What follows belongs to an exercise in optimizing a design on an open flow for small area, a short achievable clock period and few clock cycles per item; a production flow would make more cautious choices.
The RTL was checked by simulation tests, not by an equivalence proof against the original design.
No driver is modelled on the clock port, so clock power and skew are understated where the tree is cut down; a real chip needs a root buffer or a tree.
No activity file was given, so power comes from the tool's default toggle rates.

Setup of garnet:
// medfilter2
module medfilter2
(
  CLK,
  RSTn,
  Start_sig,
  Done_sig,
  Data_out,
  Rom_addr,
  Rom_data
);
Settings: LEC_CHECK=0, CAP_MARGIN=20, CORE_MARGIN=2, CORE_UTILIZATION=40, CTS_BUF_LIST=sky130_fd_sc_hd__clkbuf_8, SETUP_SLACK_MARGIN=3.4, SLEW_MARGIN=20; clock period 5.5 ns.
standard.sh (not shown) runs the stock make flow with config.mk's settings and CLKGATE_MAP_FILE= SYNTH_SCRIPT=/design/flow/synth_recipe.tcl, a recipe that flattens the netlist after the stock synthesis.
==> flow/flow/run.sh <==
#!/bin/bash
# The standard layout (standard.sh) with three changes:
# - the port buffers that placement inserts are the library's smallest
#   buffer instead of a delay cell; timing repair resizes them where needed;
# - clock tree synthesis does not add dummy loads to the clock nets;
# - after clock tree synthesis, flow/clocktree.tcl replaces its tree with a
#   two-level one: a root buffer on the clock port driving six leaf buffers,
#   each driving the flip-flops of one region of the core. Later steps
#   (routing, timing repair) run as in the standard flow.
export BUFFER_PORTS_ARGS="-buffer_cell sky130_fd_sc_hd__buf_1"
export CTS_ARGS="-sink_clustering_enable -repair_clock_nets -buf_list sky130_fd_sc_hd__clkbuf_8 -dont_use_dummy_load"
export POST_CTS_TCL="$PWD/flow/clocktree.tcl"
export MCTS_LEAVES=6
export MCTS_LEAF=sky130_fd_sc_hd__clkbuf_16
bash standard.sh > standard.log 2>&1
Other scripts of this flow, unchanged in this note and not shown: flow/flow/clocktree.tcl
Testbench counts of garnet, summed over its fixed seeds: cycles 2,363,946, items 786,432.
## Diff of input files: raven against garnet
- a change of CORE_UTILIZATION from 40 to 55
### Flow results
Per the final summary, garnet finished and its layout is clean on timing, DRC and antenna.
The final layout from raven, which completed every stage, passed the timing, design-rule and antenna checks at the end of the flow.
Diff garnet -> raven: clock skew about even; cell count saw a decrease; post-layout minimum cycle time held.
Origin of the worst setup path = colA[3]: garnet; origin of the worst setup path = colA[2]: raven
[inputs] quartz vs raven
- a change of SETUP_SLACK_MARGIN from 3.4 to 3.35
- a change of CORE_UTILIZATION from 55 to 40
Results
Across both runs, combinational power was lower for quartz than for raven.
Largest fanout on the critical path (lower): raven
Per the comparison of quartz with raven, violation count after the first detailed-routing iteration went down, final non-filler cell total up 40, final core utilization went down, count of fill cells added during filler insertion increased by about 50% relative to the old numbers, worst setup slack went down by 0.047 ns.
Met2 track demand over resource in global routing, quartz and raven: smaller value in quartz
In the tables for quartz and raven, routed wire length reads lower with raven.
Detailed route wirelength on metal3 (quartz vs. raven) increases by more than 10%
Against raven, quartz comes in 0.92% higher on placement-stage cell area.
No run of this note takes its clock network from TritonCTS; it comes from the design's own scripts or RTL.

* * *

## lane 4
medfilter2, a different RTL version from the one above (not shown whole).
For scale: about 530 cells after synthesis, roughly 170 flip-flops, roughly 38 I/O pins, roughly 5900 um^2 of cells after synthesis.
export LEC_CHECK = 0
export CAP_MARGIN = 0
export CORE_MARGIN = 2
export CORE_UTILIZATION = 40
export CTS_BUF_LIST = sky130_fd_sc_hd__clkbuf_8
export SETUP_SLACK_MARGIN = 3.3
export SLEW_MARGIN = 0
create_clock -name core_clock -period 5.5 [get_ports {CLK}]
==> flow/flow/run.sh <==
#!/bin/bash
# The standard layout (standard.sh) with two changes:
# - the port buffers that placement inserts are the library's smallest
#   buffer instead of a delay cell; timing repair resizes them where needed;
# - clock tree synthesis does not add dummy loads to the clock nets.
export BUFFER_PORTS_ARGS="-buffer_cell sky130_fd_sc_hd__buf_1"
export CTS_ARGS="-sink_clustering_enable -repair_clock_nets -buf_list sky130_fd_sc_hd__clkbuf_8 -dont_use_dummy_load"
bash standard.sh > standard.log 2>&1
Lane 4 ran to completion and came out clean on the timing, design-rule and antenna checks.
Testbench counts of lane 4, summed over its fixed seeds: cycles 2,363,949, items 786,432.
Modified inputs, lane 5 compared to lane 4
==> flow/config.mk <==
export PLATFORM = sky130hd
export DESIGN_NAME = medfilter2
export DESIGN_NICKNAME = medfilter2
export VERILOG_FILES = /design/flow/design.v
export SDC_FILE = /design/flow/constraint.sdc
export NUM_CORES = 4
export LEC_CHECK = 0
export CAP_MARGIN = 20
export CORE_MARGIN = 2
export CORE_UTILIZATION = 40
export CTS_BUF_LIST = sky130_fd_sc_hd__clkbuf_8
export SETUP_SLACK_MARGIN = 3.3
export SLEW_MARGIN = 20
## What came out
- Lane 4 → lane 5: portion of the layout cell area used by clock cells held; worst hold slack stayed essentially flat; fraction of synthesized area in multiplexers now sits at about the same level; routing usage on met2 shows no meaningful change; count of non-CTS buffers in the layout level.
- For via density per instance, lane 4 and lane 5 come out practically identical.
- Relative max-transition margin came out exactly the same in lane 5 and lane 4.
- On clock share of power, lane 5 and lane 4 are neck and neck.

what the ideal ports hide:
In the flow no input, the clock included, has a driving cell. The finished layouts below were timed again as built, in two steps.
Step 1 assumes that a clkbuf_16 drives the clock port and a buf_2 every other input.
Step 2 adds t to the input delays and takes it off the output delays; t is the mean of the earliest and latest rising clock arrival at the registers after step 1. Input paths then give back, and output paths get back, about the clock's delay inside the block.
Three values: ideal, step 1, step 2; two values: the first two.
run	shift t [ns]	setup WS [ns]	worst setup path after step 2	worst slew at a driven data input, ns	pins driven straight from the clock port
garnet	0.430	3.461 / 3.426 / 3.552	register to register	0.03	1
raven	0.423	3.462 / 3.427 / 3.527	register to register	0.03	1
quartz	0.430	3.414 / 3.379 / 3.485	register to register	0.03	1
lane 4	0.460	3.381 / 3.346 / 3.479	register to register	0.03	1
lane 5	0.460	3.381 / 3.346 / 3.479	register to register	0.03	1
After both steps setup and hold are still met in every run listed.
